From an optimization exercise on the open Yosys and OpenROAD flow, aimed at small area; shortcuts taken in it are not production practice. The RTL was checked by simulation tests, not by an equivalence proof against the original design. No driver is modelled on the clock port, so clocking that relies on it looks cheaper here than on a real chip. Power figures rest on the tool's default switching activity, not on a simulated workload.

// switches_top
module switches_top(clk, reset, hsync, vsync, switches_p1, switches_p2, rgb);
export LEC_CHECK = 0
export CAP_MARGIN = 20
export CORE_MARGIN = 2
export CORE_UTILIZATION = 40
export PLACE_DENSITY = 0.6
export SLEW_MARGIN = 20
create_clock -name core_clock -period 8.0 [get_ports {clk}]
standard.sh (not shown) runs the stock make flow with config.mk's settings and CLKGATE_MAP_FILE= SYNTH_SCRIPT=/design/flow/synth_recipe.tcl, a recipe that flattens the netlist after the stock synthesis.
==> flow/flow/run.sh <==
#!/bin/bash
# Own flow: the standard layout (standard.sh) with
# - synthesis by my_synth.tcl: the standard flow's synthesis, area-oriented for the
#   combinational logic (registers unchanged),
# - the smallest buffer on the ports,
# - a clock tree of small buffers without dummy loads, where post_cts.tcl
#   upsizes the buffers whose flip-flop clock pins see too much slew.
set -euo pipefail
W=$(pwd)
export OWN_ABC_SCRIPT="$W/flow/area.abc"
bash "$W/standard.sh" SYNTH_SCRIPT="$W/flow/my_synth.tcl" \
  BUFFER_PORTS_ARGS="-buffer_cell sky130_fd_sc_hd__buf_1" \
  CTS_ARGS="-sink_clustering_enable -repair_clock_nets -buf_list sky130_fd_sc_hd__clkbuf_4 -dont_use_dummy_load" \
  POST_CTS_TCL="$W/flow/post_cts.tcl" \
  finish > "$W/flow_make.log" 2>&1
==> flow/flow/area.abc <==
strash
&get -n
&fraig -x
&put
scorr
dc2
strash
&get -n
&deepsyn -T 30
&put
strash
dch -f
amap -m
==> flow/flow/post_cts.tcl <==
# After clock tree synthesis: upsize every clock buffer whose flip-flop clock
# pins see a slew above the target, until none does.
set_propagated_clock [all_clocks]
set target 0.11
set sizes {sky130_fd_sc_hd__clkbuf_4 sky130_fd_sc_hd__clkbuf_8 sky130_fd_sc_hd__clkbuf_16}
for {set round 0} {$round < 6} {incr round} {
  estimate_parasitics -placement
  set bump {}
  foreach pin [get_pins -hierarchical */CLK] {
    set s 0
    foreach p {slew_max_rise slew_max_fall} { set v [get_property $pin $p]; if {$v > $s} {set s $v} }
    if {$s > $target} {
      set net [get_nets -of_objects $pin]
      foreach drv [get_pins -of_objects $net -filter "direction==output"] {
        lappend bump [get_full_name [get_cells -of_objects $drv]]
      }
    }
  }
  set bump [lsort -unique $bump]
  if {[llength $bump] == 0} { break }
  set changed 0
  foreach c $bump {
    set m [get_property [get_cells $c] ref_name]
    set i [lsearch $sizes $m]
    if {$i >= 0 && $i < [llength $sizes] - 1} {
      replace_cell [get_cells $c] [lindex $sizes [expr {$i + 1}]]
      incr changed
    }
  }
  puts "post_cts round $round: upsized $changed clock buffers"
  if {$changed == 0} { break }
}
detailed_placement
estimate_parasitics -placement
Other scripts of this flow, unchanged in this note and not shown: flow/flow/my_synth.tcl
Rerun with:
Settings changed: CORE_UTILIZATION 40 to 65, PLACE_DENSITY 0.6 to 0.8.
Effect:
- The new run went through all stages and came out clean
- wire length decreases slightly
- sequential cell count does not change
- utilization increases by 28 points
- worst hold slack gets worse by 0.0038 ns
- synthesized cell count does not change
- first-iteration DRC count is higher by roughly a tenth
Rerun with:
--- a/flow/flow/post_cts.tcl
+++ b/flow/flow/post_cts.tcl
@@ -3,3 +3,3 @@
 set_propagated_clock [all_clocks]
-set target 0.11
+set target 0.1
 set sizes {sky130_fd_sc_hd__clkbuf_4 sky130_fd_sc_hd__clkbuf_8 sky130_fd_sc_hd__clkbuf_16}
Settings changed: CORE_UTILIZATION 65 to 55, PLACE_DENSITY 0.8 to 0.7.
Die area rises by about 17%.
Clock power is about the same.
Non-clock buffer count does not change.
Rerun with:
--- a/flow/flow/post_cts.tcl
+++ b/flow/flow/post_cts.tcl
@@ -3,3 +3,3 @@
 set_propagated_clock [all_clocks]
-set target 0.1
+set target 0.11
 set sizes {sky130_fd_sc_hd__clkbuf_4 sky130_fd_sc_hd__clkbuf_8 sky130_fd_sc_hd__clkbuf_16}
Result: The new run finished with timing, DRC and antenna clean. Synthesized area is unchanged. Core utilization fell by 0.13 points. Clock skew is about the same. Sequential cell count stays the same. Worst hold slack got worse by 0.011 ns. Cell count is unchanged. Total power fell by 0.96%. Count of clock-buffer cells in the layout is unchanged. Global-route usage stays the same.
Rerun with:
--- a/flow/flow/post_cts.tcl
+++ b/flow/flow/post_cts.tcl
@@ -3,3 +3,3 @@
 set_propagated_clock [all_clocks]
-set target 0.11
+set target 0.1
 set sizes {sky130_fd_sc_hd__clkbuf_4 sky130_fd_sc_hd__clkbuf_8 sky130_fd_sc_hd__clkbuf_16}
Settings changed: CORE_UTILIZATION 55 to 40, PLACE_DENSITY 0.7 to 0.6.
Wire length fell by 5.2%; total power rose by 1.4%; final area came out higher by 1.6%; global-route usage came out lower by 8.7 points; worst setup slack improved by 0.52 ns; register-to-register slack improved by 0.52 ns; cell count is higher by 7.4%; first-iteration DRC count drops by 17%.
Rerun with:
==> flow/flow/area.abc (replaced) <==
strash
&get -n
&fraig -x
&put
scorr
dc2
strash
&get -n
&deepsyn -J 200
&put
strash
dch -f
amap -m
--- a/flow/flow/post_cts.tcl
+++ b/flow/flow/post_cts.tcl
@@ -3,3 +3,3 @@
 set_propagated_clock [all_clocks]
-set target 0.1
+set target 0.11
 set sizes {sky130_fd_sc_hd__clkbuf_4 sky130_fd_sc_hd__clkbuf_8 sky130_fd_sc_hd__clkbuf_16}
Settings changed: CORE_UTILIZATION 40 to 55, PLACE_DENSITY 0.6 to 0.7.
=> Worst setup slack got worse by 0.52 ns. Final area decreases by about 1.6%. Core utilization increases by 17 points. Power falls by about 1.4%. First-iteration DRC count rises by 20%.

========
## alpha
Another version of the RTL of switches_top (not shown whole).
For scale: ~940 cells after synthesis, ~140 flip-flops, roughly 8200 sq um of cells after synthesis.
Settings: LEC_CHECK=0, CAP_MARGIN=20, CORE_MARGIN=2, CORE_UTILIZATION=40, PLACE_DENSITY=0.6, SLEW_MARGIN=20; clock period 8.0 ns.
run.sh (not shown) runs the stock make flow with config.mk's settings and CLKGATE_MAP_FILE= SYNTH_SCRIPT=/design/flow/synth_recipe.tcl, a recipe that flattens the netlist after the stock synthesis.
Stock flow here: none of the scripts above is used.
alpha | status: complete | timing, DRC, antenna: pass
[inputs] delta vs alpha
==> flow/flow/run.sh (new file) <==
#!/bin/bash
# Own flow: the standard layout (standard.sh), with synthesis run by
# my_synth.tcl (the standard flow's synthesis with an area-oriented ABC script).
set -euo pipefail
W=$(pwd)
export OWN_ABC_SCRIPT="$W/flow/area.abc"
bash "$W/standard.sh" SYNTH_SCRIPT="$W/flow/my_synth.tcl" finish > "$W/flow_make.log" 2>&1
==> flow/flow/area.abc (new file) <==
strash
&get -n
&fraig -x
&put
scorr
dc2
strash
&get -n
&deepsyn -T 30
&put
strash
&get -n
&dch -f
&nf -R 1000 -a
&put
==> flow/flow/my_synth.tcl (new file) <==
# The standard flow's synthesis script (synth_recipe.tcl), with one change: Yosys's abc
# call uses the area-oriented ABC script next to this file instead of ORFS's
# speed script. Everything before abc, and so every register, is unchanged.
proc synth {args} { yosys synth -nofsm -noshare {*}$args }
proc abc {args} {
  set i [lsearch -exact $args -script]
  if {$i >= 0} { lset args [expr {$i + 1}] $::env(OWN_ABC_SCRIPT) }
  yosys abc {*}$args
}
source $::env(SCRIPTS_DIR)/synth.tcl
# left out here: clear keep_hierarchy, flatten, clean up, hide names made inside functions, write 1_2_yosys.v
==> flow/standard.sh (new file) <==
#!/bin/bash
# synth_recipe.tcl (not shown) runs the flow's synth.tcl, then flattens the netlist and writes it again
# the make line also repeats each setting of config.mk as NAME=value (left out here)
make -C /OpenROAD-flow-scripts/flow DESIGN_CONFIG=/design/flow/config.mk WORK_HOME=/design/flow/orfs CLKGATE_MAP_FILE= SYNTH_SCRIPT=/design/flow/synth_recipe.tcl "${@:-finish}"
removed: flow/run.sh
### Flow results
- delta finished end to end and its layout was clean on timing, DRC and antenna.
- Relative to alpha, fraction of layout instances using a drive strength above 1 has decreased by 3.0 points in delta.
- On post-synthesis xor/xnor area fraction, the lower figure sits with delta, not alpha.
- Count of standard-cell rows: delta < alpha
- Looking at total power divided by cell area across alpha and delta, the one that comes out higher is delta.
- delta ends up with higher count of inverters not on the clock network in the layout than alpha does.
- Looking only at floorplan die area, and setting everything else aside, the lower value of alpha and delta goes to delta.
- delta does better than alpha on wire length reported by the detailed router.
- Simple-gate portion of the synthesized area down 7.6 points in delta wrt alpha
- [delta vs alpha] number of unique standard cell types used by synthesis: lower in delta

========
Another version of the RTL of switches_top (not shown whole).
For scale: about 120 flip-flops.
## switches_top
module switches_top(clk, reset, hsync, vsync, switches_p1, switches_p2, rgb);
clock: 8.0 ns
lec_check: 0
cap_margin: 20
core_margin: 2
core_utilization: 60
gpl_timing_driven: 0
place_density: 0.75
slew_margin: 20
standard.sh (not shown) runs the stock make flow with config.mk's settings and CLKGATE_MAP_FILE= SYNTH_SCRIPT=/design/flow/synth_recipe.tcl, a recipe that flattens the netlist after the stock synthesis.
==> flow/flow/run.sh <==
#!/bin/bash
# Own flow: the standard layout (standard.sh) with
# - synthesis by my_synth.tcl: the standard flow's synthesis, area-oriented for the
#   combinational logic (registers unchanged),
# - the smallest buffer on the ports,
# - a clock tree of small buffers without dummy loads, where post_cts.tcl
#   upsizes the buffers whose flip-flop clock pins see too much slew.
set -euo pipefail
W=$(pwd)
export OWN_ABC_SCRIPT="$W/flow/area.abc"
bash "$W/standard.sh" SYNTH_SCRIPT="$W/flow/my_synth.tcl" \
  BUFFER_PORTS_ARGS="-buffer_cell sky130_fd_sc_hd__buf_1" \
  CTS_ARGS="-sink_clustering_enable -repair_clock_nets -buf_list sky130_fd_sc_hd__clkbuf_4 -dont_use_dummy_load" \
  POST_CTS_TCL="$W/flow/post_cts.tcl" \
  finish > "$W/flow_make.log" 2>&1
==> flow/flow/area.abc <==
strash
&get -n
&fraig -x
&put
scorr
dc2
strash
&get -n
&deepsyn -T 30
&put
strash
dch -f
amap -m
==> flow/flow/post_cts.tcl <==
# After clock tree synthesis: upsize every clock buffer whose flip-flop clock
# pins see a slew above the target, until none does.
set_propagated_clock [all_clocks]
set target 0.085
set sizes {sky130_fd_sc_hd__clkbuf_4 sky130_fd_sc_hd__clkbuf_8 sky130_fd_sc_hd__clkbuf_16}
for {set round 0} {$round < 6} {incr round} {
  estimate_parasitics -placement
  set bump {}
  foreach pin [get_pins -hierarchical */CLK] {
    set s 0
    foreach p {slew_max_rise slew_max_fall} { set v [get_property $pin $p]; if {$v > $s} {set s $v} }
    if {$s > $target} {
      set net [get_nets -of_objects $pin]
      foreach drv [get_pins -of_objects $net -filter "direction==output"] {
        lappend bump [get_full_name [get_cells -of_objects $drv]]
      }
    }
  }
  set bump [lsort -unique $bump]
  if {[llength $bump] == 0} { break }
  set changed 0
  foreach c $bump {
    set m [get_property [get_cells $c] ref_name]
    set i [lsearch $sizes $m]
    if {$i >= 0 && $i < [llength $sizes] - 1} {
      replace_cell [get_cells $c] [lindex $sizes [expr {$i + 1}]]
      incr changed
    }
  }
  puts "post_cts round $round: upsized $changed clock buffers"
  if {$changed == 0} { break }
}
detailed_placement
estimate_parasitics -placement
Other scripts of this flow, unchanged in this note and not shown: flow/flow/my_synth.tcl
The first run finished with timing, DRC and antenna clean.
Edit:
Settings changed: CORE_UTILIZATION 60 to 40, PLACE_DENSITY 0.75 to 0.6.
Result: The new run completed without violations; final cell count increases by about 6%; worst setup slack is better by 0.21 ns; clock power increases by 8.6%.
Edit:
==> flow/flow/run.sh (replaced) <==
#!/bin/bash
# Own flow: the standard layout (standard.sh), with synthesis run by
# my_synth.tcl (the standard flow's synthesis, area-oriented for the combinational
# logic), the smallest buffer on the ports, and a clock tree of few large
# buffers without dummy loads.
set -euo pipefail
W=$(pwd)
export OWN_ABC_SCRIPT="$W/flow/area.abc"
bash "$W/standard.sh" SYNTH_SCRIPT="$W/flow/my_synth.tcl" \
  BUFFER_PORTS_ARGS="-buffer_cell sky130_fd_sc_hd__buf_1" \
  CTS_ARGS="-sink_clustering_enable -repair_clock_nets -buf_list sky130_fd_sc_hd__clkbuf_16 -sink_clustering_size 40 -sink_clustering_max_diameter 200 -dont_use_dummy_load" \
  finish > "$W/flow_make.log" 2>&1
==> flow/flow/area.abc (replaced) <==
strash
&get -n
&fraig -x
&put
scorr
dc2
strash
&get -n
&deepsyn -T 30
&put
strash
&get -n
&dch -f
&nf -R 1000 -a
&put
Settings changed: GPL_TIMING_DRIVEN 0 to not set.
removed: flow/flow/post_cts.tcl
Result:
- sequential cell count is unchanged
- utilization goes up by 1.6 points
- via count came out lower by a few percent
- worst setup slack gains 0.67 ns
- final cell count shrinks by a few percent
- design area goes up by a few percent
- count of clock-buffer cells in the layout stays the same

[static timing again, ports no longer ideal]
Ports are ideal in the flow. The routed layouts listed here were re-timed in OpenROAD.
Step 1 sets driving cells, clkbuf_16 on the clock port and buf_2 on the other inputs (assumed; they add their load-dependent delay and slew).
Step 2 also shifts input and output timing later by t, the mid clock arrival at the registers, as if the neighbouring blocks saw the same clock.
a / b / c = no drivers / after step 1 / after step 2; a / b = the first two.
run	t (ns)	setup slack, ns	latest minus earliest clock arrival (ns)
the first run of note 1	0.573	1.424 / 1.424 / 1.424	0.032 / 0.032
the second run of note 1	0.553	1.443 / 1.443 / 1.443	0.036 / 0.036
the third run of note 1	0.554	1.224 / 1.224 / 1.224	0.029 / 0.029
the fourth run of note 1	0.554	1.248 / 1.248 / 1.248	0.030 / 0.030
the fifth run of note 1	0.571	1.768 / 1.768 / 1.739	0.036 / 0.036
the sixth run of note 1	0.554	1.248 / 1.248 / 1.248	0.030 / 0.030
alpha	0.465	3.205 / 3.205 / 3.205	0.012 / 0.012
delta	0.461	2.245 / 2.245 / 2.245	0.007 / 0.007
the first run of note 3	0.569	0.410 / 0.410 / 0.410	0.033 / 0.033
the second run of note 3	0.595	0.623 / 0.623 / 0.623	0.027 / 0.026
the third run of note 3	0.453	1.290 / 1.290 / 1.290	0.021 / 0.021
After both steps setup and hold are still met in every run listed. The setup slack of the fifth run of note 1, which loses most, moves by 0.000 ns with the drivers and by -0.029 ns with both steps.
